Source: an optimization exercise on an open RTL-to-GDS flow (aim: small area, a short achievable clock period and few clock cycles per item). Production flows keep margins and buffers that such runs may drop.
The RTL was checked by simulation tests, not by an equivalence proof against the original design.
Power figures rest on the tool's default switching activity, not on a simulated workload.

[design/flow/flow/run.sh]
#!/bin/bash
# The standard layout, with the port buffers that buffer_ports inserts made
# from the smallest buffer instead of the delay cell it picks by default.
set -euo pipefail
export BUFFER_PORTS_ARGS="-buffer_cell sky130_fd_sc_hd__buf_1"
bash standard.sh > standard_flow.log 2>&1
[design/flow/standard.sh]
#!/bin/bash
# synth_recipe.tcl (not shown) runs the flow's synth.tcl, then flattens the netlist and writes it again
# the make line also repeats each setting of config.mk as NAME=value (left out here)
make -C /OpenROAD-flow-scripts/flow DESIGN_CONFIG=/design/flow/config.mk WORK_HOME=/design/flow/orfs CLKGATE_MAP_FILE= SYNTH_SCRIPT=/design/flow/synth_recipe.tcl "${@:-finish}"
[design/flow/config.mk]
export PLATFORM = sky130hd
export DESIGN_NAME = shift_add_multiplier
export DESIGN_NICKNAME = shift_add_multiplier
export VERILOG_FILES = /design/flow/design.v
export SDC_FILE = /design/flow/constraint.sdc
export NUM_CORES = 4
export LEC_CHECK = 0
export ABC_CLOCK_PERIOD_IN_PS = 2500
export CAP_MARGIN = 20
export CORE_MARGIN = 2
export CORE_UTILIZATION = 40
export CTS_BUF_LIST = sky130_fd_sc_hd__clkbuf_4 sky130_fd_sc_hd__clkbuf_8
export SETUP_SLACK_MARGIN = 2.6
export SLEW_MARGIN = 20
[design/flow/constraint.sdc]
create_clock -name core_clock -period 5.5 [get_ports {clk}]
set_input_delay 1.1000 -clock core_clock [delete_from_list [all_inputs] [get_ports {clk}]]
set_output_delay 1.1000 -clock core_clock [all_outputs]
set_load 0.01 [all_outputs]
[design/flow/design.v]
module shift_add_multiplier
#(
    parameter int OPERAND_WIDTH = 32
)
(
    input  logic        flush,
    input  logic        clk,
    input  logic        rst,
    input  logic        start,
    input  logic [1:0]  mul_type,
    input  logic [31:0] a,
    input  logic [31:0] b,
    output logic [63:0] p,
    output logic        done,
    output logic        work
);
    logic [36:0] P_lo;
    logic [27:0] P_hi;
    logic [31:0] S;
    logic [31:0] C;
    logic [3:0] L_s, L_c;
    logic cy;
    logic [3:0] cnt;
    logic busy, last, fin, first;
    logic [1:0] e_one, e_two, e_neg;
    wire load   = start & ~busy & ~last & ~fin;
    wire nfirst = ~first;
    wire [32:0] A = {(mul_type[0] | mul_type[1]) & a[31], a};
    wire [36:0] bext = {{4{(mul_type == 2'b01) & b[31]}}, b, 1'b0};
    wire [31:0] sg = S & {32{nfirst}};
    wire [31:0] cg = C & {32{nfirst}};
    wire [33:0] pp0 = (({34{e_one[0]}} & {A[32], A}) | ({34{e_two[0]}} & {A, 1'b0})) ^ {34{e_neg[0]}};
    wire [33:0] pp1 = (({34{e_one[1]}} & {A[32], A}) | ({34{e_two[1]}} & {A, 1'b0})) ^ {34{e_neg[1]}};
    wire s1 = sg[0] ^ cg[0] ^ e_neg[0];
    wire c2 = (sg[0] & cg[0]) | (sg[0] & e_neg[0]) | (cg[0] & e_neg[0]);
    wire s3 = sg[1] ^ cg[1] ^ pp0[1];
    wire c4 = (sg[1] & cg[1]) | (sg[1] & pp0[1]) | (cg[1] & pp0[1]);
    wire s5 = sg[2] ^ cg[2] ^ e_neg[1];
    wire c6 = (sg[2] & cg[2]) | (sg[2] & e_neg[1]) | (cg[2] & e_neg[1]);
    wire s7 = pp0[2] ^ pp1[0] ^ s5;
    wire c8 = (pp0[2] & pp1[0]) | (pp0[2] & s5) | (pp1[0] & s5);
    wire s9 = sg[3] ^ cg[3] ^ pp0[3];
    wire c10 = (sg[3] & cg[3]) | (sg[3] & pp0[3]) | (cg[3] & pp0[3]);
    wire s11 = pp1[1] ^ c6 ^ s9;
    wire c12 = (pp1[1] & c6) | (pp1[1] & s9) | (c6 & s9);
    wire s13 = sg[4] ^ cg[4] ^ pp0[4];
    wire c14 = (sg[4] & cg[4]) | (sg[4] & pp0[4]) | (cg[4] & pp0[4]);
    wire s15 = pp1[2] ^ c10 ^ s13;
    wire c16 = (pp1[2] & c10) | (pp1[2] & s13) | (c10 & s13);
    wire s17 = sg[5] ^ cg[5] ^ pp0[5];
    wire c18 = (sg[5] & cg[5]) | (sg[5] & pp0[5]) | (cg[5] & pp0[5]);
    wire s19 = pp1[3] ^ c14 ^ s17;
    wire c20 = (pp1[3] & c14) | (pp1[3] & s17) | (c14 & s17);
    wire s21 = sg[6] ^ cg[6] ^ pp0[6];
    wire c22 = (sg[6] & cg[6]) | (sg[6] & pp0[6]) | (cg[6] & pp0[6]);
    wire s23 = pp1[4] ^ c18 ^ s21;
    wire c24 = (pp1[4] & c18) | (pp1[4] & s21) | (c18 & s21);
    wire s25 = sg[7] ^ cg[7] ^ pp0[7];
    wire c26 = (sg[7] & cg[7]) | (sg[7] & pp0[7]) | (cg[7] & pp0[7]);
    wire s27 = pp1[5] ^ c22 ^ s25;
    wire c28 = (pp1[5] & c22) | (pp1[5] & s25) | (c22 & s25);
    wire s29 = sg[8] ^ cg[8] ^ pp0[8];
    wire c30 = (sg[8] & cg[8]) | (sg[8] & pp0[8]) | (cg[8] & pp0[8]);
    wire s31 = pp1[6] ^ c26 ^ s29;
    wire c32 = (pp1[6] & c26) | (pp1[6] & s29) | (c26 & s29);
    wire s33 = sg[9] ^ cg[9] ^ pp0[9];
    wire c34 = (sg[9] & cg[9]) | (sg[9] & pp0[9]) | (cg[9] & pp0[9]);
    wire s35 = pp1[7] ^ c30 ^ s33;
    wire c36 = (pp1[7] & c30) | (pp1[7] & s33) | (c30 & s33);
    wire s37 = sg[10] ^ cg[10] ^ pp0[10];
    wire c38 = (sg[10] & cg[10]) | (sg[10] & pp0[10]) | (cg[10] & pp0[10]);
    wire s39 = pp1[8] ^ c34 ^ s37;
    wire c40 = (pp1[8] & c34) | (pp1[8] & s37) | (c34 & s37);
    wire s41 = sg[11] ^ cg[11] ^ pp0[11];
    wire c42 = (sg[11] & cg[11]) | (sg[11] & pp0[11]) | (cg[11] & pp0[11]);
    wire s43 = pp1[9] ^ c38 ^ s41;
    wire c44 = (pp1[9] & c38) | (pp1[9] & s41) | (c38 & s41);
    wire s45 = sg[12] ^ cg[12] ^ pp0[12];
    wire c46 = (sg[12] & cg[12]) | (sg[12] & pp0[12]) | (cg[12] & pp0[12]);
    wire s47 = pp1[10] ^ c42 ^ s45;
    wire c48 = (pp1[10] & c42) | (pp1[10] & s45) | (c42 & s45);
    wire s49 = sg[13] ^ cg[13] ^ pp0[13];
    wire c50 = (sg[13] & cg[13]) | (sg[13] & pp0[13]) | (cg[13] & pp0[13]);
    wire s51 = pp1[11] ^ c46 ^ s49;
    wire c52 = (pp1[11] & c46) | (pp1[11] & s49) | (c46 & s49);
    wire s53 = sg[14] ^ cg[14] ^ pp0[14];
    wire c54 = (sg[14] & cg[14]) | (sg[14] & pp0[14]) | (cg[14] & pp0[14]);
    wire s55 = pp1[12] ^ c50 ^ s53;
    wire c56 = (pp1[12] & c50) | (pp1[12] & s53) | (c50 & s53);
    wire s57 = sg[15] ^ cg[15] ^ pp0[15];
    wire c58 = (sg[15] & cg[15]) | (sg[15] & pp0[15]) | (cg[15] & pp0[15]);
    wire s59 = pp1[13] ^ c54 ^ s57;
    wire c60 = (pp1[13] & c54) | (pp1[13] & s57) | (c54 & s57);
    wire s61 = sg[16] ^ cg[16] ^ pp0[16];
    wire c62 = (sg[16] & cg[16]) | (sg[16] & pp0[16]) | (cg[16] & pp0[16]);
    wire s63 = pp1[14] ^ c58 ^ s61;
    wire c64 = (pp1[14] & c58) | (pp1[14] & s61) | (c58 & s61);
    wire s65 = sg[17] ^ cg[17] ^ pp0[17];
    wire c66 = (sg[17] & cg[17]) | (sg[17] & pp0[17]) | (cg[17] & pp0[17]);
    wire s67 = pp1[15] ^ c62 ^ s65;
    wire c68 = (pp1[15] & c62) | (pp1[15] & s65) | (c62 & s65);
    wire s69 = sg[18] ^ cg[18] ^ pp0[18];
    wire c70 = (sg[18] & cg[18]) | (sg[18] & pp0[18]) | (cg[18] & pp0[18]);
    wire s71 = pp1[16] ^ c66 ^ s69;
    wire c72 = (pp1[16] & c66) | (pp1[16] & s69) | (c66 & s69);
    wire s73 = sg[19] ^ cg[19] ^ pp0[19];
    wire c74 = (sg[19] & cg[19]) | (sg[19] & pp0[19]) | (cg[19] & pp0[19]);
    wire s75 = pp1[17] ^ c70 ^ s73;
    wire c76 = (pp1[17] & c70) | (pp1[17] & s73) | (c70 & s73);
    wire s77 = sg[20] ^ cg[20] ^ pp0[20];
    wire c78 = (sg[20] & cg[20]) | (sg[20] & pp0[20]) | (cg[20] & pp0[20]);
    wire s79 = pp1[18] ^ c74 ^ s77;
    wire c80 = (pp1[18] & c74) | (pp1[18] & s77) | (c74 & s77);
    wire s81 = sg[21] ^ cg[21] ^ pp0[21];
    wire c82 = (sg[21] & cg[21]) | (sg[21] & pp0[21]) | (cg[21] & pp0[21]);
    wire s83 = pp1[19] ^ c78 ^ s81;
    wire c84 = (pp1[19] & c78) | (pp1[19] & s81) | (c78 & s81);
    wire s85 = sg[22] ^ cg[22] ^ pp0[22];
    wire c86 = (sg[22] & cg[22]) | (sg[22] & pp0[22]) | (cg[22] & pp0[22]);
    wire s87 = pp1[20] ^ c82 ^ s85;
    wire c88 = (pp1[20] & c82) | (pp1[20] & s85) | (c82 & s85);
    wire s89 = sg[23] ^ cg[23] ^ pp0[23];
    wire c90 = (sg[23] & cg[23]) | (sg[23] & pp0[23]) | (cg[23] & pp0[23]);
    wire s91 = pp1[21] ^ c86 ^ s89;
    wire c92 = (pp1[21] & c86) | (pp1[21] & s89) | (c86 & s89);
    wire s93 = sg[24] ^ cg[24] ^ pp0[24];
    wire c94 = (sg[24] & cg[24]) | (sg[24] & pp0[24]) | (cg[24] & pp0[24]);
    wire s95 = pp1[22] ^ c90 ^ s93;
    wire c96 = (pp1[22] & c90) | (pp1[22] & s93) | (c90 & s93);
    wire s97 = sg[25] ^ cg[25] ^ pp0[25];
    wire c98 = (sg[25] & cg[25]) | (sg[25] & pp0[25]) | (cg[25] & pp0[25]);
    wire s99 = pp1[23] ^ c94 ^ s97;
    wire c100 = (pp1[23] & c94) | (pp1[23] & s97) | (c94 & s97);
    wire s101 = sg[26] ^ cg[26] ^ pp0[26];
    wire c102 = (sg[26] & cg[26]) | (sg[26] & pp0[26]) | (cg[26] & pp0[26]);
    wire s103 = pp1[24] ^ c98 ^ s101;
    wire c104 = (pp1[24] & c98) | (pp1[24] & s101) | (c98 & s101);
    wire s105 = sg[27] ^ cg[27] ^ pp0[27];
    wire c106 = (sg[27] & cg[27]) | (sg[27] & pp0[27]) | (cg[27] & pp0[27]);
    wire s107 = pp1[25] ^ c102 ^ s105;
    wire c108 = (pp1[25] & c102) | (pp1[25] & s105) | (c102 & s105);
    wire s109 = sg[28] ^ cg[28] ^ pp0[28];
    wire c110 = (sg[28] & cg[28]) | (sg[28] & pp0[28]) | (cg[28] & pp0[28]);
    wire s111 = pp1[26] ^ c106 ^ s109;
    wire c112 = (pp1[26] & c106) | (pp1[26] & s109) | (c106 & s109);
    wire s113 = sg[29] ^ cg[29] ^ pp0[29];
    wire c114 = (sg[29] & cg[29]) | (sg[29] & pp0[29]) | (cg[29] & pp0[29]);
    wire s115 = pp1[27] ^ c110 ^ s113;
    wire c116 = (pp1[27] & c110) | (pp1[27] & s113) | (c110 & s113);
    wire s117 = sg[30] ^ cg[30] ^ pp0[30];
    wire c118 = (sg[30] & cg[30]) | (sg[30] & pp0[30]) | (cg[30] & pp0[30]);
    wire s119 = pp1[28] ^ c114 ^ s117;
    wire c120 = (pp1[28] & c114) | (pp1[28] & s117) | (c114 & s117);
    wire s121 = sg[31] ^ cg[31] ^ pp0[31];
    wire c122 = (sg[31] & cg[31]) | (sg[31] & pp0[31]) | (cg[31] & pp0[31]);
    wire s123 = pp1[29] ^ c118 ^ s121;
    wire c124 = (pp1[29] & c118) | (pp1[29] & s121) | (c118 & s121);
    wire s125 = nfirst ^ pp0[32] ^ pp1[30];
    wire c126 = (nfirst & pp0[32]) | (nfirst & pp1[30]) | (pp0[32] & pp1[30]);
    wire s127 = c122 ^ s125;
    wire c128 = c122 & s125;
    wire s129 = first ^ ~pp0[33] ^ pp1[31];
    wire c130 = (first & ~pp0[33]) | (first & pp1[31]) | (~pp0[33] & pp1[31]);
    wire s131 = c126 ^ s129;
    wire c132 = c126 & s129;
    wire s133 = ~(pp1[32] ^ c130);
    wire c134 = pp1[32] | c130;
    wire [5:0] lsum1 = {1'b0, {L_s[3], L_s[2], L_s[1], L_s[0]}, 1'b1} + {1'b0, {L_c[3], L_c[2], L_c[1], L_c[0]}, cy};
    wire [4:0] lsum = lsum1[5:1];
    wire [3:0] lo = lsum[3:0];
    wire [32:0] hsum1 = {{S[27], S[26], S[25], S[24], S[23], S[22], S[21], S[20], S[19], S[18], S[17], S[16], S[15], S[14], S[13], S[12], S[11], S[10], S[9], S[8], S[7], S[6], S[5], S[4], S[3], S[2], S[1], S[0]}, {L_s[3], L_s[2], L_s[1], L_s[0]}, 1'b1} + {{C[27], C[26], C[25], C[24], C[23], C[22], C[21], C[20], C[19], C[18], C[17], C[16], C[15], C[14], C[13], C[12], C[11], C[10], C[9], C[8], C[7], C[6], C[5], C[4], C[3], C[2], C[1], C[0]}, {L_c[3], L_c[2], L_c[1], L_c[0]}, cy};
    wire [31:0] hsum = hsum1[32:1];
    wire [4:0] nwin = load ? bext[4:0] : P_lo[8:4];
    always_ff @(posedge clk) begin
        work  <= start & ~rst & ~flush;
        first <= load;
        e_one[0] <= nwin[1] ^ nwin[0];
        e_two[0] <= (nwin[2] & ~nwin[1] & ~nwin[0]) | (~nwin[2] & nwin[1] & nwin[0]);
        e_neg[0] <= nwin[2] & ~(nwin[1] & nwin[0]);
        e_one[1] <= nwin[3] ^ nwin[2];
        e_two[1] <= (nwin[4] & ~nwin[3] & ~nwin[2]) | (~nwin[4] & nwin[3] & nwin[2]);
        e_neg[1] <= nwin[4] & ~(nwin[3] & nwin[2]);
        L_s[0] <= pp0[0];
        L_c[0] <= s1;
        L_s[1] <= c2;
        L_c[1] <= s3;
        L_s[2] <= c4;
        L_c[2] <= s7;
        L_s[3] <= c8;
        L_c[3] <= s11;
        cy <= lsum[4] & nfirst;
        S[0] <= c12;
        S[1] <= c16;
        S[2] <= c20;
        S[3] <= c24;
        S[4] <= c28;
        S[5] <= c32;
        S[6] <= c36;
        S[7] <= c40;
        S[8] <= c44;
        S[9] <= c48;
        S[10] <= c52;
        S[11] <= c56;
        S[12] <= c60;
        S[13] <= c64;
        S[14] <= c68;
        S[15] <= c72;
        S[16] <= c76;
        S[17] <= c80;
        S[18] <= c84;
        S[19] <= c88;
        S[20] <= c92;
        S[21] <= c96;
        S[22] <= c100;
        S[23] <= c104;
        S[24] <= c108;
        S[25] <= c112;
        S[26] <= c116;
        S[27] <= c120;
        S[28] <= c124;
        S[29] <= c128;
        S[30] <= c132;
        S[31] <= ~pp1[33];
        C[0] <= s15;
        C[1] <= s19;
        C[2] <= s23;
        C[3] <= s27;
        C[4] <= s31;
        C[5] <= s35;
        C[6] <= s39;
        C[7] <= s43;
        C[8] <= s47;
        C[9] <= s51;
        C[10] <= s55;
        C[11] <= s59;
        C[12] <= s63;
        C[13] <= s67;
        C[14] <= s71;
        C[15] <= s75;
        C[16] <= s79;
        C[17] <= s83;
        C[18] <= s87;
        C[19] <= s91;
        C[20] <= s95;
        C[21] <= s99;
        C[22] <= s103;
        C[23] <= s107;
        C[24] <= s111;
        C[25] <= s115;
        C[26] <= s119;
        C[27] <= s123;
        C[28] <= s127;
        C[29] <= s131;
        C[30] <= s133;
        C[31] <= c134;
        if (rst || flush) begin
            busy <= 1'b0;
            last <= 1'b0;
            fin  <= 1'b0;
        end else begin
            busy <= load | (busy & (cnt != 4'(8)));
            last <= busy & (cnt == 4'(8));
            fin  <= last | (fin & start);
        end
        if (load) begin
            cnt  <= '0;
            P_lo <= bext;
        end else if (busy | last) begin
            cnt  <= cnt + 1'b1;
            P_lo <= {lo, P_lo[36:4]};
        end
        if (last)
            P_hi <= hsum[31:4];
    end
    assign done = fin;
    assign p    = {P_hi, P_lo[36:1]};
endmodule
==> metrics.md, run 1 <==
| Metric | Value |
|---|---|
| Core Region | approximately 23000 sq um |
| Finished layout cell area | approximately 11000 sq um |
| Top_reg_cell synth | dfxtp_1 |
| Port Buffers | 135 |
| Synth cell types | 61 |
| Grt ovf | 0 |
| Vias per cell | 5.108 |
| Mapped Avg Cell Area | 10.55 sq um |
| Normalized max-slew margin | about 33% |
| FMAX | around 380 MHz |
| Area of placed instances | around 10000 sq um |
| Clock H-tree levels | 4 |
| Final count of negative-setup-slack endpoints | 0 |
| Largest cells by area after synthesis | edfxtp_1, dfxtp_1, fa_1 |
| Vias | 6850 |
| Largest net degree at the start of global routing | 68 |
| Tcrit/Tclk final | 47.79% |
| Pleak | 4.275 nW |
| Mapped Area | 9493 sq um |
| Post-synthesis sequential area ratio | 38.80% |
| Footprint of the multi-input gates | 5273 sq um |
| Antenna cells | 0 |
| # rows | 56 |
| Post-CTS Hold Fix Bufs | 0 |
| Final hold vios | 0 |
| Net Count, Synth | 1073 |
| Largest vdd supply drop | 0.1964 mV |
| Setup CP Type | flop to flop |
| Nets@finish | 1182 |
| TritonRoute pass-1 iters | 5 |
| DRT iter0 DRCs | 523 |
| Initial antenna violation count | 0 |
| CP max-delay cell | o31ai_2 |
| Total GRT Usage | 18.74% |
| Crit path required time | around 5.7 ns |
| Area leader, netlist | edfxtp_1 |
| Max-cap violations | 0 |
| Starting Density | 40.56% |
| Min Tclk post-route | 2.629 ns |
| Die X | around 160 um |
| CTS sink count | 152 |
| Number of synthesized flops with an enable pin | 64 |
| Seq cells post-synth | between 150 and 200 |
| Hold Crit Class | flop to flop |
| Avg WL per Cell | 16.73 um |
| Final Max Tran Viols | 0 |
| Max incr delay on CP | between 0.4 and 0.5 ns |
| Ports | 136 |
| Ys Warns | 1 |
| Detail Route Antenna Nets | 0 |
| Register Area | 3687 sq um |
| Outcome | finished clean |
| Tot Pwr | roughly 6.3 mW |
| Total die area | ~25000 sq um |
| P per Cell Area | 590.5 nW/um^2 |
| Worst slew pin tran | approximately 1 ns |
| RSZ-0062 raised after global routing | no |
| Setup TNS | 0 ns |
| TritonCTS clock tree | done |
| Synth cell count leaders | dfxtp_1, inv_1, xnor2_1 |
| Post-synth top area share | 20.25% |
| Clock transition at path regs | 0.09 ns |
| Fill count | between 2000 and 2500 |
| Cts bufs inserted | 17 |
| Clk Latency, worst-skew pair | between 0.4 and 0.5 ns |
| Post-Route WL | 22430 um |
| Fraction of layout cells with a size suffix above 1 | 6.164% |
| Critical Path AT | 2.83 ns |
| P&R area growth vs syn | 12.76% |
| Fin Clk Skew | 0.01441 ns |
| Die Y | ~160 um |
| Syn Inst Count | 900 |
| Count leader, synth | dfxtp_1 |
| Root buffer cell | clkbuf_8 |
| Startpoint types | flop |
| First-pass GRT wire length | between 30000 and 40000 um |
| Placer Congestion | 0.8584 |
| Worst setup EP type | flop |
| Post-CTS Setup Inserts | 0 |
| CTS max path bufs | 2 |
| Cell Chain, Critical Path | inv_1 > fa_1 > nand2b_1 > a21oi_2 > o211ai_1 > o31ai_2 > a21oi_1 > xnor2_1 |
| DP HPWL | around 17000 um |
| Ys async rst share | 0% |
| Remaining DRCs | 0 |
| Vias in the first global route | between 6000 and 7000 |
| Critical Path Fanout Max | 4 |
## cells by family after synthesis
| logic type | synth area share, % |
|---|---|
| compound gates | 16.84 |
| simple gates | 10.16 |
| flops | 38.80 |
| buf+inv | 5.707 |
| fa+ha+maj | 18.72 |
| xor+xnor | 9.226 |
| mux | 0.5404 |
## critical path, delay by kind of cell, from the launching register on
family,cells,cell delay [ns]
compound gates,4,1.08
xor+xnor,1,0.17
fa+ha+maj,1,0.44
buf+inv,1,0.08
flops,1,0.41
simple gates,1,0.19
## state kept, by name (all words and copies together), names as in the netlist, 2 cells and up
register / count
cnt: 4
e_two: 2
S: 32
e_neg: 2
L_s: 4
C: 32
P_hi: 28
L_c: 4
e_one: 2
P_lo: 36
## cell usage in the layout (no fill, tap or decap), types with 40 or more instances in the layout
| master | n |
|---|---|
| edfxtp_1 | 64 |
| inv_1 | 86 |
| nand2b_1 | 65 |
| fa_1 | 65 |
| nand2_1 | 41 |
| a21oi_1 | 40 |
| xnor2_1 | 85 |
| buf_1 | 135 |
| a22oi_1 | 62 |
| dfxtp_1 | 87 |
## per-stage QoR
stage | hold slack, ns | instances | utilization [%] | worst slack [ns]
floorplan | 0.4623 | 900 | - | 2.998
global placement | 0.4799 | 1309 | 43.78 | 2.402
detailed placement | 0.4937 | 1309 | 43.78 | 2.347
CTS | 0.5136 | 1341 | 45.71 | 2.652
global route | 0.5490 | 1341 | 45.74 | 2.723
finish | 0.5052 | 1341 | 45.74 | 2.871
## worst paths after layout
path	to	slack (ns)	cells past startpoint	start
worst min-delay path	cnt[0]	0.51	1	cnt[0]
worst max-delay path	P_hi[13]	2.87	8	L_s[0]
worst min register to register	cnt[0]	0.51	1	cnt[0]
worst max register to register	P_hi[13]	2.87	8	L_s[0]
## report_power, final
part	switching, mW	internal [mW]	leakage [nW]	total [mW]
sequential	0.227	1.65	1.36	1.88
clock	0.453	0.517	0.214	0.970
combinational	2.08	1.39	2.70	3.47
## what timing repair did
action,CTS,global route
gates resized for setup,0,1
hold endpoints to repair,0,0
setup endpoints to repair,0,4
## routing by layer
layer  vias to the layer above  global-route usage [%]  share of wire (%)
met2                       174                   27.76                 44
met5                         -                       0                  0
met3                        22                   4.572                6.4
met4                         0                   4.762                1.3
li1                       3322                       -                  -
met1                      3332                   27.45                 48
## layout make-up
type | instances | area share, %
well taps | 319 | 3.729
repair buffers | 143 | 5.295
flip-flops and latches | 152 | 34.45
clock buffers | 19 | 2.385
clock inverters | 13 | 1.835
inverters | 87 | 3.051
multi-input cells | 608 | 49.26
Testbench counts, summed over its fixed seeds: cycles 9,984, items 768.
==> inputs of run 2 (changes only) <==
--- a/design/flow/config.mk
+++ b/design/flow/config.mk
@@ -6,9 +6,9 @@
 export NUM_CORES = 4
 export LEC_CHECK = 0
-export ABC_CLOCK_PERIOD_IN_PS = 2500
+export ABC_CLOCK_PERIOD_IN_PS = 2200
 export CAP_MARGIN = 20
 export CORE_MARGIN = 2
 export CORE_UTILIZATION = 40
 export CTS_BUF_LIST = sky130_fd_sc_hd__clkbuf_4 sky130_fd_sc_hd__clkbuf_8
-export SETUP_SLACK_MARGIN = 2.6
+export SETUP_SLACK_MARGIN = 3.0
 export SLEW_MARGIN = 20
==> run 2 against run 1 <==
Critical endpoint is now P_hi[23]. Sequential power barely moved. Final cell count rose by 0.37%. Utilization rose by 0.27 points. Largest power group unchanged. Global-route usage fell by 0.56 points. Largest cell class unchanged. Critical path type unchanged.
==> metrics.md, run 2 <==
| Metric | Value |
|---|---|
| Outcome | finished clean |
| Crit path max-delay family | compound AO/OA/AOI/OAI gates |
| Min Tclk post-route | 2.385 ns |
| Worst setup EP type | flop |
| Antenna cells | 0 |
| Cell Chain, Critical Path | ha_1 > nand4_1 > o31ai_1 > a31oi_1 > o211ai_2 > a31oi_1 > xnor2_1 |
| Post-CTS Hold Fix Bufs | 0 |
| FMAX | roughly 420 MHz |
| Final Instance Count excl. Fillers | 1346 |
| Vias | 6820 |
| Count leader, synth | dfxtp_1 |
| Cts bufs inserted | 17 |
| Ports | 136 |
| RSZ-0062 raised after global routing | yes |
| First-pass GRT wire length | about 35000 um |
| TritonCTS clock tree | done |
| Commonest non-fill, non-tap cell in the layout | buf_1 |
| Tot Pwr | between 6 and 7 mW |
| Startpoint types | flop |
| Largest vdd supply drop | around 0.22 mV |
| Hold_ws | between 0.5 and 0.6 ns |
| Tcrit/Tclk final | 43.36% |
| CP Buf/Inv Count | 0 |
| Seq cells post-synth | 152 |
| Root buffer cell | clkbuf_8 |
| CP max-delay cell | ha_1 |
| Most frequent cells in the layout | buf_1, dfxtp_1, inv_1 |
| Hold Crit Class | flop to flop |
| Number of synthesized flops with an enable pin | 64 |
| Nets@finish | between 1000 and 1500 |
| Vias in the first global route | between 6000 and 7000 |
| Pleak | 4.301 nW |
| M1 WL | 11300 um |
| Port Buffers | between 100 and 150 |
| Inst Count DP | 1310 |
| CTS sink count | between 150 and 200 |
| Clock transition at path regs | 0.10 ns |
| Largest cells by area after synthesis | edfxtp_1, dfxtp_1, fa_1 |
| Hold path start | cnt[0] |
| Crit path required time | approximately 5.7 ns |
| Syn Inst Count | 900 |
| Final Max Tran Viols | 0 |
| TritonRoute pass-1 iters | 5 |
| Biggest regs | P_lo (36), C (32), S (32) |
| Net Count, Synth | 1073 |
| Setup TNS | 0 ns |
| Ys async rst share | 0% |
| Biggest register | P_lo |
| DR WL met2 | about 9400 um |
| FF-to-FF Start | S[6] |
| Area leader, netlist | edfxtp_1 |
| Synth cell types | 61 |
| Area of placed instances | 10250 sq um |
| Avg WL per Cell | 16.45 um |
| Total GRT Usage | ~18% |
| Grt ovf | 0 |
| Top_reg_cell synth | dfxtp_1 |
| Detail Route Antenna Nets | 0 |
| Mapped Avg Cell Area | about 11 sq um |
| Clk Latency, worst-skew pair | between 0.4 and 0.5 ns |
| Die X | 158.1 um |
| CP startpoint | S[6] |
| Remaining DRCs | 0 |
| Setup CP Type | flop to flop |
| Mapped Area | 9493 sq um |
| Synth cell count leaders | dfxtp_1, inv_1, xnor2_1 |
| Max-cap violations | 0 |
| Fraction of layout cells with a size suffix above 1 | about 7% |
| Normalized max-slew margin | 56.70% |
| Final count of negative-setup-slack endpoints | 0 |
| Post-synthesis sequential area ratio | 38.80% |
| DP HPWL | 16550 um |
| Highest routing layer actually used | met4 |
| Ys Warns | 1 |
| Clock H-tree levels | 4 |
| Core Region | 23400 sq um |
| Worst slew pin tran | 0.6495 ns |
| P&R area growth vs syn | 13.42% |
| Final hold vios | 0 |
| Vias per cell | roughly 5.1 |
| Post-Route WL | 22140 um |
| Fin Clk Skew | between 0.01 and 0.015 ns |
| Post-synth top area share | between 20% and 30% |
| Max incr delay on CP | 0.45 ns |
| DRT iter0 DRCs | 480 |
| Critical Path Fanout Max | 7 |
| # rows | 56 |
| Die Y | 158.1 um |
| Max reg flops | 36 |
| Placer Congestion | 0.8879 |
| CTS max path bufs | 2 |
| Total die area | around 25000 sq um |
| Starting Density | 40.56% |
| Initial antenna violation count | 0 |
| Crit-path most repeated cell | a31oi_1 |
| Largest net degree at the start of global routing | 68 |
| P per Cell Area | around 590 nW/um^2 |
| Met3 WL | 1140 um |
| Critical Path AT | between 2 and 3 ns |
| Finished layout cell area | around 11000 sq um |
==> run 2: changes by cell type in the layout (fill, tap and decap cells not counted), moves of 2 or more <==
cell and change:
inv_6 +4, dfxtp_2 +2, buf_4 +5, clkinv_4 -2
==> run 2: kinds of logic (layout without fill, tap and decap cells) <==
| family | after synthesis | count (layout) | share of synthesized area [%] |
|---|---|---|---|
| xor gates and xnor gates | 100 | 100 | 9.226 |
| DFF | 152 | 152 | 38.80 |
| muxes | 5 | 5 | 0.5404 |
| and+or+nand+nor | 180 | 180 | 10.16 |
| adders and majority gates | 103 | 103 | 18.72 |
| AOI/OAI and AO/OA | 220 | 220 | 16.84 |
| buffers and inverters | 140 | 267 | 5.707 |
==> run 2: per-stage QoR <==
| step | util, % | setup WS (ns) |
|---|---|---|
| after global placement | 43.81 | 2.443 |
| after floorplan | - | 3.042 |
| after detailed placement | 43.81 | 2.359 |
| final | 46.01 | 3.115 |
| after global routing | 46.01 | 2.978 |
| after CTS | 45.80 | 3.005 |
==> run 2: cell type report <==
type | instances | area, sq um
clock inverter | 15 | 211.5
fill | 2311 | 12640
tap | 319 | 399.1
sequential | 152 | 3686
timing repair buffer | 148 | 604.3
inverter | 87 | 329.1
multi-input combinational | 608 | 5303
clock buffer | 17 | 234.0
==> run 2: final timing paths <==
check,endpoint,slack [ns],cells after the start
max,P_hi[23],3.12,7
min,cnt[0],0.51,1
max reg2reg,P_hi[23],3.12,7
min reg2reg,cnt[0],0.51,1
==> run 2: what timing repair did <==
action / 4_1_cts / 5_1_grt
resized for setup: 2 / 8
pin swaps: 1 / 4
endpoints found under the setup margin: 7 / 37
buffers inserted: 1 / 3
==> run 2: where the power goes <==
part           leakage, nW  switching, mW  internal [mW]
Combinational         2.72           2.11           1.42
Clock                0.216          0.472          0.504
Sequential            1.36          0.211           1.65
==> run 2: metal layers <==
layer	global-route usage [%]	vias to the layer above
li1	-	3340
met2	25.47	154
met5	0	-
met3	4.051	24
met4	5.534	0
met1	27.75	3302
==> inputs of run 3 (changes only) <==
--- a/design/flow/config.mk
+++ b/design/flow/config.mk
@@ -9,5 +9,5 @@
 export CAP_MARGIN = 20
 export CORE_MARGIN = 2
-export CORE_UTILIZATION = 40
+export CORE_UTILIZATION = 55
 export CTS_BUF_LIST = sky130_fd_sc_hd__clkbuf_4 sky130_fd_sc_hd__clkbuf_8
 export SETUP_SLACK_MARGIN = 3.0
==> run 3 against run 2 <==
Synthesized cell count is the same. Synthesized area unchanged. Via count is 3.1% higher. Final area down 1.3%.
==> metrics.md, run 3 <==
| Metric | Value |
|---|---|
| Outcome | finished clean |
| Count leader, synth | dfxtp_1 |
| First-pass GRT wire length | 35150 um |
| Inst Count DP | 1216 |
| Root buffer cell | clkbuf_8 |
| Hold Crit Class | flop to flop |
| Post-synthesis sequential area ratio | 38.80% |
| Vias per cell | between 5 and 6 |
| Post-Route WL | 21800 um |
| Post-CTS Hold Fix Bufs | 0 |
| RSZ-0062 raised after global routing | yes |
| Syn Inst Count | 900 |
| Reg2reg path depth | 7 |
| Crit path required time | about 5.7 ns |
| Starting Density | a little under three fifths |
| Startpoint types | flop |
| Synth cell types | just over 60 |
| DRT iter0 DRCs | ~410 |
| Crit-path most repeated cell | a31oi_1 |
| Cell Chain, Critical Path | ha_1 > nand4_1 > o31ai_1 > a31oi_1 > o211ai_2 > a31oi_1 > xnor2_1 |
| Top_reg_cell synth | dfxtp_1 |
| P&R area growth vs syn | 11.94% |
| Largest net degree at the start of global routing | 68 |
| Ys Warns | 1 |
| Tcrit/Tclk final | 44.86% |
| Mapped Area | 9493 sq um |
| Max reg flops | 36 |
| Clock H-tree levels | 4 |
| Max incr delay on CP | 0.48 ns |
| Die Y | 135.4 um |
| FMAX | 405.3 MHz |
| Initial antenna violation count | 0 |
| Final count of negative-setup-slack endpoints | 0 |
| Ys async rst share | 0% |
| Ports | about 140 |
| Vias in the first global route | 6895 |
| Hold path depth | 1 |
| Largest vdd supply drop | 0.2735 mV |
| DP HPWL | 16210 um |
| Seq cells post-synth | 152 |
| Placer Congestion | 0.8925 |
| FF-to-FF Start | S[7] |
| CP max-delay cell | ha_1 |
| Antenna cells | 0 |
| CTS max path bufs | 2 |
| Core Region | 17060 sq um |
| R2r endpoint | P_hi[23] |
| Area leader, netlist | edfxtp_1 |
| Worst Setup Slack, final | 3.033 ns |
| TritonCTS clock tree | done |
| Final Instance Count excl. Fillers | 1252 |
| P per Cell Area | roughly 600 nW/um^2 |
| Worst setup EP type | flop |
| Number of synthesized flops with an enable pin | 64 |
| Final Max Tran Viols | 0 |
| Post-synth top area share | 20.25% |
| Commonest non-fill, non-tap cell in the layout | buf_1 |
| Most frequent cells in the layout | buf_1, dfxtp_1, inv_1 |
| Clk Latency, worst-skew pair | between 0.4 and 0.5 ns |
| Final hold vios | 0 |
| TritonRoute pass-1 iters | 5 |
| Detail Route Antenna Nets | 0 |
| Remaining DRCs | 0 |
| Die X | roughly 140 um |
| Setup CP Type | flop to flop |
| Max-cap violations | 0 |
| Fraction of layout cells with a size suffix above 1 | 6.719% |
| Flop2flop setup slack | 3.03 ns |
| Clock transition at path regs | 0.09 ns |
| Net Count, Synth | 1073 |
| Synth cell count leaders | dfxtp_1, inv_1, xnor2_1 |
| CTS sink count | ~150 |
| Vias | 7032 |
| Critical Path AT | 2.68 ns |
| Normalized max-slew margin | 52.36% |
| Mapped Avg Cell Area | approximately 11 sq um |
| Cts bufs inserted | 17 |
| Hold EP | cnt[0] |
| Port Buffers | between 100 and 150 |
| Hold path start | cnt[0] |
| Critical Path Fanout Max | 7 |
| Setup TNS | 0 ns |
| Fin Clk Skew | 0.01349 ns |
| Total die area | 18330 sq um |
| Largest cells by area after synthesis | edfxtp_1, dfxtp_1, fa_1 |
| Min Tclk post-route | 2.467 ns |
| Pleak | about 4.3 nW |
| Nets@finish | roughly 1200 |
| Grt ovf | 0 |
| Worst slew pin tran | 0.7146 ns |
| Avg WL per Cell | ~17 um |
| Biggest register | P_lo |
| Total GRT Usage | 24.60% |
| # rows | 48 |
| Biggest regs | P_lo (36), C (32), S (32) |
| Setup Slack @ Placement | about 2.5 ns |
[run 3: worst max path at each step]
stage | startpoint | end | slack, ns | cells past startpoint
3_5_place_dp | mul_type[1] | C[28] | 2.49 | 8
3_3_place_gp | mul_type[1] | C[28] | 2.55 | 8
2_1_floorplan | a[2] | L_c[3] | 3.04 | 5
6_report | S[7] | P_hi[23] | 3.03 | 7
4_1_cts | last | e_two[1] | 2.98 | 8
5_1_grt | S[7] | P_hi[23] | 2.94 | 7
[run 3: cell families after synthesis]
group,Yosys count,synth area share (%)
AO/OA/AOI/OAI,220,16.84
AND/OR/NAND/NOR,180,10.16
flip-flops,152,38.80
buffers and inverters,140,5.707
adder cells (fa/ha/maj),103,18.72
XOR/XNOR,100,9.226
multiplexers,5,0.5404
[run 3: timing repair]
action                     4_1_cts  5_1_grt
buffers inserted                 0        3
gates cloned                     0        1
gates resized for setup          3        6
pin swaps                        0        5
setup endpoints to repair       23       10
[run 3: power breakdown]
part | switching, mW | internal (mW)
clock | 0.444 | 0.456
sequential | 0.206 | 1.65
combinational | 2.15 | 1.43
[run 3: layer usage]
layer / share of wire, % / track usage [%] / routed length, um / vias to the layer above
met5: 0 / 0 / 0 / -
met1: 47 / 35.84 / 10230 / 3411
met3: 6.9 / 5.724 / 1501 / 29
li1: - / - / - / 3340
met4: 1.8 / 7.234 / 397 / 0
met2: 44 / 36.86 / 9672 / 252
[run 3: layout make-up]
cell class,instances,area [sq um]
fill,1477,6430
multi-input combinational,609,5314
sequential,152,3685
timing repair buffer,147,603.1
inverter,87,329.1
tap,225,281.5
clock buffer,18,241.5
clock inverter,14,172.7
[run 3: worst max-delay path: cells and delay by family, from the launching register on]
family / cells / cell delay, ns
AOI/OAI and AO/OA: 4 / 0.94
adders and majority gates: 1 / 0.48
DFF: 1 / 0.34
and+or+nand+nor: 1 / 0.31
xor gates and xnor gates: 1 / 0.15
[run 3: per-stage QoR]
stage / instance area [sq um] / total power, mW / utilization (%) / hold slack, ns
global route: 10630 / 6.909 / 62.30 / 0.5585
CTS: 10560 / 6.309 / 61.93 / 0.5243
detailed placement: 10130 / 5.374 / 59.42 / 0.5060
global placement: 10130 / 5.290 / 59.42 / 0.4773
floorplan: 9493 / 4.482 / - / 0.4623
finish: 10630 / 6.347 / 62.30 / 0.5182
==> inputs of run 4 (changes only) <==
--- a/design/flow/config.mk
+++ b/design/flow/config.mk
@@ -6,9 +6,9 @@
 export NUM_CORES = 4
 export LEC_CHECK = 0
-export ABC_CLOCK_PERIOD_IN_PS = 2200
+export ABC_CLOCK_PERIOD_IN_PS = 2000
 export CAP_MARGIN = 20
 export CORE_MARGIN = 2
 export CORE_UTILIZATION = 55
 export CTS_BUF_LIST = sky130_fd_sc_hd__clkbuf_4 sky130_fd_sc_hd__clkbuf_8
-export SETUP_SLACK_MARGIN = 3.0
+export SETUP_SLACK_MARGIN = 3.3
 export SLEW_MARGIN = 20
==> run 4 against run 3 <==
Sequential power rose by 4%. Total power rose by 11%. Clock skew is 0.0091 ns higher. Fmax rose by 11%. Critical path depth stayed put. Synthesized cell count is the same. Final cell count grew 1.8%. Still clean on timing, DRC and antenna. Final area is 9.4% higher. Critical endpoint is now P_hi[20]. Clock power fell by 5.7%.
==> metrics.md, run 4 <==
| Metric | Value |
|---|---|
| Die Y | 135.4 um |
| Setup CP Type | flop to flop |
| Max reg flops | 36 |
| Hold Crit Class | flop to flop |
| P per Cell Area | 606.8 nW/um^2 |
| Pleak | around 4.6 nW |
| Vias in the first global route | a little over 7000 |
| Area leader, netlist | edfxtp_1 |
| Setup Slack @ Placement | 2.369 ns |
| Critical Path AT | 2.42 ns |
| Hold EP | cnt[1] |
| CP startpoint | C[1] |
| Net Count, Synth | 1073 |
| Area of placed instances | 10270 sq um |
| Commonest non-fill, non-tap cell in the layout | buf_1 |
| Root buffer cell | clkbuf_8 |
| Hold path start | cnt[1] |
| Count leader, synth | dfxtp_1 |
| Top_reg_cell synth | dfxtp_1 |
| Flop2flop setup slack | 3.29 ns |
| Vias | 7260 |
| Setup TNS | 0 ns |
| Ys async rst share | 0% |
| Total die area | 18330 sq um |
| Final count of negative-setup-slack endpoints | 0 |
| Largest net degree at the start of global routing | 68 |
| Critical Path Fanout Max | 6 |
| Post-synth top area share | between 20% and 30% |
| FF-to-FF Start | C[1] |
| Fraction of layout cells with a size suffix above 1 | roughly a quarter |
| CTS sink count | 152 |
| Max-cap violations | 0 |
| Avg WL per Cell | about 19 um |
| Antenna cells | 0 |
| Detail Route Antenna Nets | 0 |
| Footprint of the multi-input gates | 6016 sq um |
| Most frequent cells in the layout | buf_1, inv_1, dfxtp_1 |
| Vias per cell | 5.699 |
| Seq cells post-synth | 152 |
| Startpoint types | flop |
| Starting Density | 55.66% |
| Normalized max-slew margin | between 40 and 50% |
| Remaining DRCs | 0 |
| Nets@finish | about 1200 |
| Mapped Area | 9493 sq um |
| Reg2reg path depth | 7 |
| Port Buffers | 135 |
| CTS max path bufs | 2 |
| Final hold vios | 0 |
| Total GRT Usage | 26.52% |
| Biggest regs | P_lo (36), C (32), S (32) |
| Fin Clk Skew | approximately 0.023 ns |
| Grt ovf | 0 |
| Syn Inst Count | 900 |
| DP HPWL | between 15000 and 20000 um |
| Post-Route WL | 24090 um |
| Clock H-tree levels | 4 |
| Inst Count DP | 1212 |
| R2r endpoint | P_hi[20] |
| Ys Warns | 1 |
| Largest vdd supply drop | roughly 0.28 mV |
| DRT iter0 DRCs | 469 |
| Register Area | 3711 sq um |
| Post-synthesis sequential area ratio | approximately two fifths |
| Min Tclk post-route | 2.214 ns |
| First-pass GRT wire length | 37400 um |
| Synth cell count leaders | dfxtp_1, inv_1, xnor2_1 |
| TritonRoute pass-1 iters | 5 |
| Fill count | 1369 |
| Outcome | finished clean |
| Worst setup EP type | flop |
| TritonCTS clock tree | done |
| Clock transition at path regs | 0.09 ns |
| Ports | roughly 140 |
| Clk Latency, worst-skew pair | about 0.47 ns |
| Number of synthesized flops with an enable pin | between 60 and 70 |
| Hold path depth | 2 |
| Synth cell types | 61 |
| Biggest register | P_lo |
| P&R area growth vs syn | 22.42% |
| Placer Congestion | 0.9019 |
| Crit path required time | around 5.7 ns |
| Core Region | 17060 sq um |
| Worst Setup Slack, final | 3.286 ns |
| Worst slew pin tran | between 0.8 and 0.9 ns |
| Finished layout cell area | 11620 sq um |
| RSZ-0062 raised after global routing | yes |
| Initial antenna violation count | 0 |
| Mapped Avg Cell Area | 10.55 sq um |
| Largest cells by area after synthesis | edfxtp_1, dfxtp_1, fa_1 |
| Final Max Tran Viols | 0 |
| Final Instance Count excl. Fillers | 1274 |
| FMAX | 451.7 MHz |
| Tcrit/Tclk final | 40.25% |
| Die X | 135.4 um |
| Cts bufs inserted | 17 |
| # rows | 48 |
==> run 4: cell counts after synthesis <==
No cell type changed its count.
==> run 4: final cells by class <==
type	instances	share of cell area [%]
inverter	87	2.875
sequential	152	31.93
timing repair buffer	166	7.709
multi-input combinational	612	51.77
clock buffer	18	2.078
clock inverter	14	1.217
tap	225	2.422
==> run 4: worst max-delay path by stage <==
| stage | to | slack [ns] |
|---|---|---|
| 2_1_floorplan | C[3] | 3.06 |
| 3_3_place_gp | e_two[1] | 2.48 |
| 3_5_place_dp | e_two[1] | 2.37 |
| 4_1_cts | P_hi[17] | 3.28 |
| 5_1_grt | P_hi[26] | 3.22 |
| 6_report | P_hi[20] | 3.29 |
==> run 4: report_power, final <==
group	switching (mW)	internal (mW)
registers	0.274	1.66
logic	2.39	1.87
clock network	0.473	0.376
==> run 4: through the flow <==
| stage | hold WS, ns | utilization, % | power [mW] |
|---|---|---|---|
| 2_1_floorplan | 0.4623 | - | 4.507 |
| 3_5_place_dp | 0.5032 | 60.23 | 5.421 |
| 3_3_place_gp | 0.4771 | 60.23 | 5.351 |
| 6_report | 0.5382 | 68.13 | 7.052 |
| 4_1_cts | 0.5139 | 65.07 | 6.666 |
| 5_1_grt | 0.5666 | 68.13 | 7.609 |
==> run 4: cells by family after synthesis <==
family	after synthesis	share of synthesized area, %
buffers and inverters	140	5.707
flip-flops	152	38.80
adder cells (fa/ha/maj)	103	18.72
multiplexers	5	0.5404
XOR/XNOR	100	9.226
AND/OR/NAND/NOR	180	10.16
AO/OA/AOI/OAI	220	16.84
==> run 4: worst max-delay path, stage by stage (launching register included) <==
cell and delay (ns):
dfxtp_2 0.34, ha_4 0.28, a21oi_4 0.17, o21ai_2 0.11, a221oi_4 0.36, or3b_4 0.45
a21oi_2 0.15, xnor2_1 0.09
==> run 4: timing repair <==
| item | CTS | global route |
|---|---|---|
| hold buffers | 0 | 0 |
| setup endpoints to repair | 129 | 65 |
| gates cloned | 2 | 2 |
| pin swaps | 29 | 63 |
| buffers inserted | 15 | 11 |
| resized for setup | 63 | 116 |
==> run 4: metal layers <==
metal  vias to the layer above  wire [um]  GRT usage [%]  share of wire [%]
met1                      3599      11240          38.39                 47
met4                         0        411          7.639                1.7
met3                        27       1440          5.312                6.0
li1                       3398          -              -                  -
met5                         -          0              0                  0
met2                       236      11000          40.78                 46
==> inputs of run 5 (changes only) <==
--- a/design/flow/config.mk
+++ b/design/flow/config.mk
@@ -9,6 +9,7 @@
 export CAP_MARGIN = 20
 export CORE_MARGIN = 2
-export CORE_UTILIZATION = 55
+export CORE_UTILIZATION = 40
 export CTS_BUF_LIST = sky130_fd_sc_hd__clkbuf_4 sky130_fd_sc_hd__clkbuf_8
 export SETUP_SLACK_MARGIN = 3.3
 export SLEW_MARGIN = 20
+export TNS_END_PERCENT = 5
==> run 5 against run 4 <==
Global-route usage decreased by 8.1 points. Sequential cell count did not move. Die area rose by 36%. First-iteration DRC count rose by 7.5%. Register-to-register slack worse by 0.06 ns. Critical path depth decreased by 1. Final area shrank 3.2%. Clock skew down 0.0027 ns. Sequential share of layout area grew 0.94 points. Utilization decreased by 20 points. Synthesized area stayed put. Synthesized cell count unchanged. Critical endpoint is now L_c[3]. Highest routed layer unchanged.
==> metrics.md, run 5 <==
| Metric | Value |
|---|---|
| Outcome | finished clean |
| Die X | 158.1 um |
| Mapped Avg Cell Area | 10.55 sq um |
| Most frequent cells in the layout | buf_1, inv_1, xnor2_1 |
| Core Region | between 20000 and 25000 sq um |
| Vias per cell | 5.123 |
| Root buffer cell | clkbuf_8 |
| Antenna cells | 0 |
| Biggest register | P_lo |
| Remaining DRCs | 0 |
| Normalized max-slew margin | 57.39% |
| CTS max path bufs | 2 |
| Int Power | between 3 and 4 mW |
| Commonest non-fill, non-tap cell in the layout | buf_1 |
| Core Util, Final | 48.09% |
| Grt ovf | 0 |
| Crit path required time | 5.84 ns |
| Worst setup EP type | flop |
| FMAX | 433.9 MHz |
| Post-Route WL | 22800 um |
| Vias in the first global route | roughly 6700 |
| Clk pwr share | a little over an eighth |
| Fill count | 2210 |
| CP max-delay cell | fa_1 |
| Hold Crit Class | flop to flop |
| Crit-path most repeated cell | fa_1 |
| TritonRoute pass-1 iters | 8 |
| Count leader, synth | dfxtp_1 |
| Post-synthesis sequential area ratio | between 30% and 40% |
| Clk Latency, worst-skew pair | 0.47 ns |
| Fin Clk Skew | 0.01982 ns |
| Startpoint types | input port |
| Top_reg_cell synth | dfxtp_1 |
| P&R area growth vs syn | 18.56% |
| Max-cap violations | 0 |
| RSZ-0062 raised after global routing | yes |
| Finished layout cell area | 11250 sq um |
| Synth cell count leaders | dfxtp_1, inv_1, xnor2_1 |
| Ys async rst share | 0% |
| Worst slew pin tran | 0.6392 ns |
| Port Buffers | 135 |
| Final hold vios | 0 |
| DRT iter0 DRCs | between 500 and 600 |
| Cts bufs inserted | 17 |
| Biggest regs | P_lo (36), C (32), S (32) |
| Post-CTS Hold Fix Bufs | 0 |
| Net Sw Power | 2.966 mW |
| # rows | 56 |
| Total die area | ~25000 sq um |
| Syn Inst Count | 900 |
| Placer Congestion | 0.9088 |
| Detail Route Antenna Nets | 0 |
| Setup CP Type | input port to flop |
| Max incr delay on CP | 0.46 ns |
| Nets@finish | 1197 |
| Sw Share | 44.43% |
| Clock transition at path regs | roughly 0.09 ns |
| Starting Density | about two fifths |
| Setup TNS | 0 ns |
| Max reg flops | 36 |
| Total GRT Usage | 18.47% |
| Area leader, netlist | edfxtp_1 |
| Tcrit/Tclk final | about two fifths |
| Net Count, Synth | 1073 |
| Pleak | 4.380 nW |
| Final Max Tran Viols | 0 |
| Cell Chain, Critical Path | buf_1 > a22oi_2 > xnor2_1 > fa_1 > inv_1 > fa_1 |
| Die Y | 158.1 um |
| DP HPWL | 16600 um |
| Mapped Area | 9493 sq um |
| Part of the power in registers | 29.0% |
| Comb power frac | 57.6% |
| Avg WL per Cell | 16.81 um |
| First-pass GRT wire length | between 30000 and 40000 um |
| Hold_ws | 0.5185 ns |
| Fraction of layout cells with a size suffix above 1 | 16.01% |
| Ports | 136 |
| Ys Warns | 1 |
| CTS sink count | 152 |
| P per Cell Area | approximately 590 nW/um^2 |
| Largest net degree at the start of global routing | just under 70 |
| Vias | ~7000 |
| Number of synthesized flops with an enable pin | 64 |
| Clock H-tree levels | 4 |
| Synth cell types | 61 |
| Post-synth top area share | 20.25% |
| Largest cells by area after synthesis | edfxtp_1, dfxtp_1, fa_1 |
| Area of placed instances | a little over 10000 sq um |
| Seq cells post-synth | 152 |
| Min Tclk post-route | around 2.3 ns |
| Largest vdd supply drop | 0.2170 mV |
| TritonCTS clock tree | done |
| Final count of negative-setup-slack endpoints | 0 |
| Critical Path AT | around 2.7 ns |
| Critical Path Fanout Max | 4 |
| Initial antenna violation count | 0 |
-- run 5: changes by cell type in the layout (fill, tap and decap cells not counted), moves of 10 or more --
cell | before | now
buf_1 | 103 | 130
clkbuf_2 | 20 | 2
ha_4 | 17 | 7
xnor2_1 | 68 | 83
xnor2_2 | 17 | 2
-- run 5: power by group through the flow --
stage / Combinational (mW) / Sequential [mW] / Clock (mW)
detailed placement: 3.42 / 1.93 / 0
CTS: 3.54 / 1.90 / 0.916
global route: 4.33 / 1.97 / 0.963
finish: 3.85 / 1.94 / 0.892
global placement: 3.38 / 1.93 / 0
floorplan: 2.69 / 1.81 / 0
-- run 5: timing repair --
item                                    in CTS  in global routing
endpoints found under the setup margin     144                 95
resized for setup                           23                 54
pin swaps                                   10                 18
gates cloned                                 1                  0
setup buffers                                9                  6
-- run 5: final cells by class --
type | count | area [sq um] | share of cell area (%)
multi-input cells | 609 | 5709 | 50.73
flip-flops and latches | 152 | 3700 | 32.87
inverters | 87 | 329.1 | 2.924
repair buffers | 157 | 709.4 | 6.304
clock inverters | 15 | 173.9 | 1.545
clock buffers | 17 | 234.0 | 2.079
well taps | 319 | 399.1 | 3.546
-- run 5: path summary, 6_finish.rpt --
| kind | start | slack (ns) | cells past startpoint | endpoint |
|---|---|---|---|---|
| worst min-delay path | cnt[0] | 0.52 | 1 | cnt[0] |
| worst min register to register | cnt[0] | 0.52 | 1 | cnt[0] |
| worst max register to register | L_s[0] | 3.23 | 9 | P_hi[9] |
| worst max-delay path | a[2] | 3.20 | 6 | L_c[3] |
-- run 5: critical path, delay by kind of cell --
family / cells / cell delay (ns)
fa+ha+maj: 2 / 0.86
buf+inv: 2 / 0.30
xor+xnor: 1 / 0.26
compound gates: 1 / 0.13
-- run 5: cell families (layout without fill, tap and decap cells) --
| kind of cell | Yosys count | in the layout | share of synthesized area (%) |
|---|---|---|---|
| AND/OR/NAND/NOR | 180 | 181 | 10.16 |
| XOR/XNOR | 100 | 100 | 9.226 |
| flip-flops | 152 | 152 | 38.80 |
| adder cells (fa/ha/maj) | 103 | 103 | 18.72 |
| buffers and inverters | 140 | 276 | 5.707 |
| multiplexers | 5 | 5 | 0.5404 |
| AO/OA/AOI/OAI | 220 | 220 | 16.84 |
-- run 5: routing by layer --
metal	GRT usage, %	vias up	routed length, um
li1	-	3362	-
met4	4.848	0	264
met3	4.599	20	1345
met1	28.16	3357	11580
met5	0	-	0
met2	25.90	208	9612
-- run 5: metrics by stage --
step                      power, mW  setup WS (ns)  cells
after floorplan               4.505          3.060    900
after global placement        5.301          2.640   1308
after detailed placement      5.351          2.628   1308
after CTS                     6.362          3.251   1350
after global routing          7.259          3.127   1356
final                         6.676          3.195   1356
==> inputs of run 6 (changes only) <==
--- a/design/flow/config.mk
+++ b/design/flow/config.mk
@@ -7,9 +7,8 @@
 export LEC_CHECK = 0
 export ABC_CLOCK_PERIOD_IN_PS = 2000
-export CAP_MARGIN = 20
+export CAP_MARGIN = 0
 export CORE_MARGIN = 2
 export CORE_UTILIZATION = 40
 export CTS_BUF_LIST = sky130_fd_sc_hd__clkbuf_4 sky130_fd_sc_hd__clkbuf_8
 export SETUP_SLACK_MARGIN = 3.3
-export SLEW_MARGIN = 20
-export TNS_END_PERCENT = 5
+export SLEW_MARGIN = 0
==> run 6 against run 5 <==
Still clean. Global-route usage rose by 0.60 points. Sequential share of layout area fell by 1.0 points. Fmax rose by 4.4%. Sequential cell count did not move. Final area rose by 3.6%. Final cell count rose by 0.74%. Clock skew fell by 0.0065 ns. Non-clock buffer count rose by 9. Clock power fell by 2.4%.
==> metrics.md, run 6 <==
| Metric | Value |
|---|---|
| TritonRoute pass-1 iters | 6 |
| Setup CP Type | flop to flop |
| Vias | 6977 |
| Count leader, synth | dfxtp_1 |
| Root buffer cell | clkbuf_8 |
| Clock transition at path regs | 0.08 ns |
| Core Region | ~23000 sq um |
| Max-cap violations | 0 |
| # rows | 56 |
| FMAX | 452.8 MHz |
| Cell Chain, Critical Path | inv_2 > fa_2 > nand2b_4 > a21oi_4 > o211ai_1 > o31ai_4 > buf_4 > xor2_2 |
| Starting Density | about two fifths |
| Final count of negative-setup-slack endpoints | 0 |
| Ys async rst share | 0% |
| Fin Clk Skew | 0.01329 ns |
| Vias per cell | 5.108 |
| Cts bufs inserted | 17 |
| Post-synth top area share | 20.25% |
| First-pass GRT wire length | 36740 um |
| Tcrit/Tclk final | about 40% |
| Biggest regs | P_lo (36), C (32), S (32) |
| Normalized max-slew margin | approximately two fifths |
| CTS max path bufs | 2 |
| Post-CTS Hold Fix Bufs | 0 |
| Net Count, Synth | 1073 |
| Placer Congestion | 0.8351 |
| Fraction of layout cells with a size suffix above 1 | 22.06% |
| Largest cells by area after synthesis | edfxtp_1, dfxtp_1, fa_1 |
| Crit path required time | 5.70 ns |
| Core Util, Final | 49.81% |
| Post-Route WL | 23270 um |
| Vias in the first global route | 6910 |
| Synth cell count leaders | dfxtp_1, inv_1, xnor2_1 |
| RSZ-0062 raised after global routing | yes |
| Hold Crit Class | flop to flop |
| Total die area | 24980 sq um |
| Grt ovf | 0 |
| Die Y | 158.1 um |
| CP max-delay cell | o31ai_4 |
| Tot Pwr | about 7 mW |
| Pleak | 4.635 nW |
| Initial antenna violation count | 1 |
| Biggest register | P_lo |
| Die X | 158.1 um |
| Most frequent cells in the layout | buf_1, inv_1, dfxtp_1 |
| Startpoint types | flop |
| DR WL met2 | 10270 um |
| Total GRT Usage | 19.07% |
| Area of placed instances | 10390 sq um |
| Largest net degree at the start of global routing | 68 |
| Final hold vios | 0 |
| Critical Path AT | 2.41 ns |
| Setup TNS | 0 ns |
| Post-synthesis sequential area ratio | between 30% and 40% |
| Clock H-tree levels | 4 |
| Top_reg_cell synth | dfxtp_1 |
| Inst Count DP | 1306 |
| P per Cell Area | 588.0 nW/um^2 |
| Mapped Area | approximately 9500 sq um |
| Met3 WL | 1537 um |
| Antenna cells | 0 |
| Outcome | finished clean |
| DP HPWL | around 17000 um |
| Mapped Avg Cell Area | 10.55 sq um |
| Syn Inst Count | 900 |
| Max reg flops | 36 |
| Final Instance Count excl. Fillers | 1366 |
| P&R area growth vs syn | 22.79% |
| Detail Route Antenna Nets | 0 |
| Max incr delay on CP | 0.41 ns |
| Synth cell types | 61 |
| Clk Latency, worst-skew pair | 0.46 ns |
| Commonest non-fill, non-tap cell in the layout | buf_1 |
| Ports | 136 |
| Area leader, netlist | edfxtp_1 |
| CTS sink count | 152 |
| Final Max Tran Viols | 0 |
| Highest routing layer actually used | met5 |
| DRT iter0 DRCs | between 400 and 500 |
| Number of synthesized flops with an enable pin | 64 |
| Worst setup EP type | flop |
| TritonCTS clock tree | done |
| Nets@finish | 1207 |
| M1 WL | 11170 um |
| Port Buffers | roughly 140 |
| Remaining DRCs | 0 |
| Largest vdd supply drop | ~0.25 mV |
| Worst slew pin tran | 0.9090 ns |
| Finished layout cell area | 11660 sq um |
| Seq cells post-synth | 152 |
| Min Tclk post-route | approximately 2.2 ns |
| Avg WL per Cell | 17.04 um |
| Critical Path Fanout Max | 4 |
| Ys Warns | 1 |
==> run 6: cell families (layout without fill, tap and decap cells) <==
logic type,count (synthesis),count (layout),synth area share [%]
AOI/OAI and AO/OA,220,220,16.84
adders and majority gates,103,103,18.72
DFF,152,152,38.80
buffers and inverters,140,285,5.707
and+or+nand+nor,180,182,10.16
muxes,5,5,0.5404
xor gates and xnor gates,100,100,9.226
==> run 6: worst paths after layout <==
kind         startpoint      end  slack [ns]  depth (start not counted)
min              cnt[0]   cnt[0]        0.50                          1
min reg2reg      cnt[0]   cnt[0]        0.50                          1
max              L_s[0]  P_hi[9]        3.29                          8
max reg2reg      L_s[0]  P_hi[9]        3.29                          8
==> run 6: repair_timing <==
item                                    CTS  global route
endpoints found under the hold margin     0             0
gates resized for setup                  51           110
setup buffers                            21             5
endpoints found under the setup margin   94            73
pin swaps                                20            66
cloned                                    2             0
==> run 6: critical path, delay by kind of cell (launching register included) <==
kind | cells | cell delay [ns]
XOR/XNOR | 1 | 0.06
adder cells (fa/ha/maj) | 1 | 0.38
buffers and inverters | 2 | 0.23
AND/OR/NAND/NOR | 1 | 0.16
flip-flops | 1 | 0.35
AO/OA/AOI/OAI | 3 | 0.78
==> run 6: per-layer routing <==
metal	vias up	global-route usage (%)
met4	2	5.062
li1	3382	-
met3	22	5.256
met1	3384	27.73
met5	-	0
met2	187	27.95
==> run 6: layout make-up <==
cell class	instances	area [sq um]
Fill cell	2190	11750
Inverter	87	334.1
Clock buffer	19	255.2
Timing Repair Buffer	166	902.1
Multi-Input combinational cell	610	5911
Clock inverter	13	141.4
Sequential cell	152	3714
Tap cell	319	399.1
==> run 6: report_power, final <==
| part | internal [mW] | total (mW) | switching (mW) |
|---|---|---|---|
| Sequential | 1.67 | 1.95 | 0.279 |
| Clock | 0.426 | 0.871 | 0.445 |
| Combinational | 1.78 | 4.04 | 2.26 |
| Total | 3.87 | 6.85 | 2.98 |
==> run 6: through the flow <==
step,worst slack (ns),hold WS (ns)
CTS,3.287,0.5053
global route,3.212,0.5241
floorplan,3.060,0.4623
finish,3.292,0.5037
global placement,2.442,0.4825
detailed placement,2.390,0.4911
==> inputs of run 7 (changes only) <==
--- a/design/flow/config.mk
+++ b/design/flow/config.mk
@@ -7,8 +7,10 @@
 export LEC_CHECK = 0
 export ABC_CLOCK_PERIOD_IN_PS = 2000
-export CAP_MARGIN = 0
+export CAP_MARGIN = 20
 export CORE_MARGIN = 2
 export CORE_UTILIZATION = 40
 export CTS_BUF_LIST = sky130_fd_sc_hd__clkbuf_4 sky130_fd_sc_hd__clkbuf_8
+export CTS_CLUSTER_DIAMETER = 80
+export CTS_CLUSTER_SIZE = 40
 export SETUP_SLACK_MARGIN = 3.3
-export SLEW_MARGIN = 0
+export SLEW_MARGIN = 20
==> run 7 against run 6 <==
Global-route usage stayed put. Sequential cell count stayed put. Sequential share of layout area did not move. Worst setup slack unchanged. Clock-buffer cell count unchanged. Via count unchanged. Hold slack stayed put. Register-to-register slack barely moved. Combinational power barely moved. Synthesized area did not move. Critical path depth unchanged. Total power unchanged. Critical endpoint unchanged. Largest power group unchanged.
==> metrics.md, run 7 <==
| Metric | Value |
|---|---|
| Outcome | finished clean |
| Clock H-tree levels | 4 |
| Count leader, synth | dfxtp_1 |
| Die X | between 150 and 200 um |
| RSZ-0062 raised after global routing | yes |
| DP HPWL | 16730 um |
| Largest net degree at the start of global routing | 68 |
| TritonCTS clock tree | done |
| Crit path required time | 5.70 ns |
| Seq cells post-synth | 152 |
| CP max-delay cell | o31ai_4 |
| Core Region | roughly 23000 sq um |
| Ys async rst share | 0% |
| Commonest non-fill, non-tap cell in the layout | buf_1 |
| Synth cell types | 61 |
| Area leader, netlist | edfxtp_1 |
| TritonRoute pass-1 iters | 6 |
| Post-Route WL | 23270 um |
| Final hold vios | 0 |
| CTS sink count | approximately 150 |
| Post-synthesis sequential area ratio | about two fifths |
| Hold Crit Class | flop to flop |
| Syn Inst Count | 900 |
| Min Tclk post-route | ~2.2 ns |
| Top_reg_cell synth | dfxtp_1 |
| Final Instance Count excl. Fillers | 1366 |
| P per Cell Area | 588.0 nW/um^2 |
| First-pass GRT wire length | 36740 um |
| Initial antenna violation count | 1 |
| # rows | 56 |
| Final count of negative-setup-slack endpoints | 0 |
| Nets@finish | 1207 |
| Vias per cell | around 5.1 |
| P&R area growth vs syn | 22.79% |
| DRT iter0 DRCs | roughly 470 |
| Mapped Area | approximately 9500 sq um |
| Hold_ws | 0.5037 ns |
| Net Count, Synth | 1073 |
| Normalized max-slew margin | 39.34% |
| Biggest regs | P_lo (36), C (32), S (32) |
| Antenna cells | 0 |
| Setup TNS | 0 ns |
| Cts bufs inserted | 17 |
| Core Util, Final | 49.81% |
| Biggest register | P_lo |
| Worst slew pin tran | 0.9090 ns |
| Largest cells by area after synthesis | edfxtp_1, dfxtp_1, fa_1 |
| Worst Setup Slack, final | ~3.3 ns |
| Max reg flops | 36 |
| Setup Slack @ Placement | 2.390 ns |
| Grt ovf | 0 |
| Area of placed instances | 10390 sq um |
| Ys Warns | 1 |
| Total die area | about 25000 sq um |
| Startpoint types | flop |
| Tot Pwr | around 7 mW |
| Worst setup EP type | flop |
| Finished layout cell area | 11660 sq um |
| FMAX | 452.8 MHz |
| Synth cell count leaders | dfxtp_1, inv_1, xnor2_1 |
| Mapped Avg Cell Area | 10.55 sq um |
| Remaining DRCs | 0 |
| Largest vdd supply drop | 0.2499 mV |
| Placer Congestion | about 0.84 |
| Pleak | between 4 and 5 nW |
| Starting Density | ~41% |
| Fraction of layout cells with a size suffix above 1 | 22.06% |
| Die Y | about 160 um |
| Max incr delay on CP | between 0.4 and 0.5 ns |
| Vias in the first global route | 6910 |
| Tcrit/Tclk final | 40.15% |
| Detail Route Antenna Nets | 0 |
| Most frequent cells in the layout | buf_1, inv_1, dfxtp_1 |
| Post-CTS Hold Fix Bufs | 0 |
| Critical Path Fanout Max | 4 |
| Inst Count DP | 1306 |
| Ports | 136 |
| CTS max path bufs | 2 |
| Critical Path AT | 2.41 ns |
| Setup CP Type | flop to flop |
| Clock transition at path regs | approximately 0.08 ns |
| Fin Clk Skew | 0.01329 ns |
| Max-cap violations | 0 |
| Root buffer cell | clkbuf_8 |
| Total GRT Usage | 19.07% |
| Port Buffers | between 100 and 150 |
| Number of synthesized flops with an enable pin | between 60 and 70 |
| Vias | between 6000 and 7000 |
| Clk Latency, worst-skew pair | 0.46 ns |
| Avg WL per Cell | between 15 and 20 um |
| Post-synth top area share | 20.25% |
| Final Max Tran Viols | 0 |
| Cell Chain, Critical Path | inv_2 > fa_2 > nand2b_4 > a21oi_4 > o211ai_1 > o31ai_4 > buf_4 > xor2_2 |
==> run 7: logic make-up after synthesis <==
kind of cell,after synthesis,synth area share [%]
flip-flops,152,38.80
AO/OA/AOI/OAI,220,16.84
AND/OR/NAND/NOR,180,10.16
XOR/XNOR,100,9.226
adder cells (fa/ha/maj),103,18.72
buffers and inverters,140,5.707
multiplexers,5,0.5404
==> run 7: critical path: cells and delay by family (launching register included) <==
family	cells	cell delay (ns)
AND/OR/NAND/NOR	1	0.16
AO/OA/AOI/OAI	3	0.78
buffers and inverters	2	0.23
adder cells (fa/ha/maj)	1	0.38
flip-flops	1	0.35
XOR/XNOR	1	0.06
==> run 7: layout make-up <==
type | count | area, sq um
Clock inverter | 13 | 141.4
Tap cell | 319 | 399.1
Multi-Input combinational cell | 610 | 5911
Fill cell | 2190 | 11750
Timing Repair Buffer | 166 | 902.1
Inverter | 87 | 334.1
Clock buffer | 19 | 255.2
Sequential cell | 152 | 3714
==> run 7: final timing paths <==
check                            start  endpoint  slack [ns]  depth (start not counted)
worst max-delay path            L_s[0]   P_hi[9]        3.29                          8
worst min-delay path            cnt[0]    cnt[0]        0.50                          1
worst max register to register  L_s[0]   P_hi[9]        3.29                          8
worst min register to register  cnt[0]    cnt[0]        0.50                          1
==> run 7: power breakdown <==
group          total, mW  leakage (nW)  internal (mW)  switching, mW
registers           1.95          1.36           1.67          0.279
clock network      0.871         0.202          0.426          0.445
logic               4.04          3.07           1.78           2.26
total               6.85          4.63           3.87           2.98
==> run 7: repair_timing <==
action                     4_1_cts  5_1_grt
pin swaps                       20       66
setup buffers                   21        5
setup endpoints to repair       94       73
gates cloned                     2        0
resized for setup               51      110
==> run 7: per-layer routing <==
metal / up-vias / global-route usage [%] / share of wire, %
li1: 3382 / - / -
met1: 3384 / 27.73 / 48
met2: 187 / 27.95 / 44
met3: 22 / 5.256 / 6.6
met4: 2 / 5.062 / 1.2
met5: - / 0 / 0.056

## separate check: timing with driven ports
The flow's constraints put no driver on any port. The routed layouts listed below were extracted and timed again, unchanged, in two steps. Step 1 (the two cells are an assumption about what drives the block):
set clk [get_ports {clk}]
set_driving_cell -lib_cell sky130_fd_sc_hd__clkbuf_16 $clk
set_driving_cell -lib_cell sky130_fd_sc_hd__buf_2 [delete_from_list [all_inputs] $clk]
Step 2, shift: input delay + t, output delay - t, t = (earliest + latest rising clock arrival at the registers) / 2. This alone moves slack from input paths to output paths. Slacks: ideal ports / drivers / drivers and shift; pairs: ideal ports / drivers.
run	t, ns	setup slack, ns	hold slack, ns
run 1	0.494	2.871 / 2.871 / 2.633	0.505 / 0.505 / 0.505
run 2	0.497	3.115 / 3.115 / 2.684	0.515 / 0.515 / 0.515
run 3	0.495	3.033 / 3.033 / 2.691	0.518 / 0.518 / 0.518
run 4	0.504	3.286 / 3.279 / 2.800	0.538 / 0.538 / 0.538
run 5	0.503	3.195 / 3.205 / 2.702	0.518 / 0.518 / 0.518
run 6	0.491	3.292 / 3.280 / 2.820	0.504 / 0.504 / 0.504
run 7	0.491	3.292 / 3.280 / 2.820	0.504 / 0.504 / 0.504
After both steps setup and hold are still met in every run listed. For run 5, which loses most, drivers alone change the setup slack by +0.010 ns; drivers and shift together by -0.493 ns.
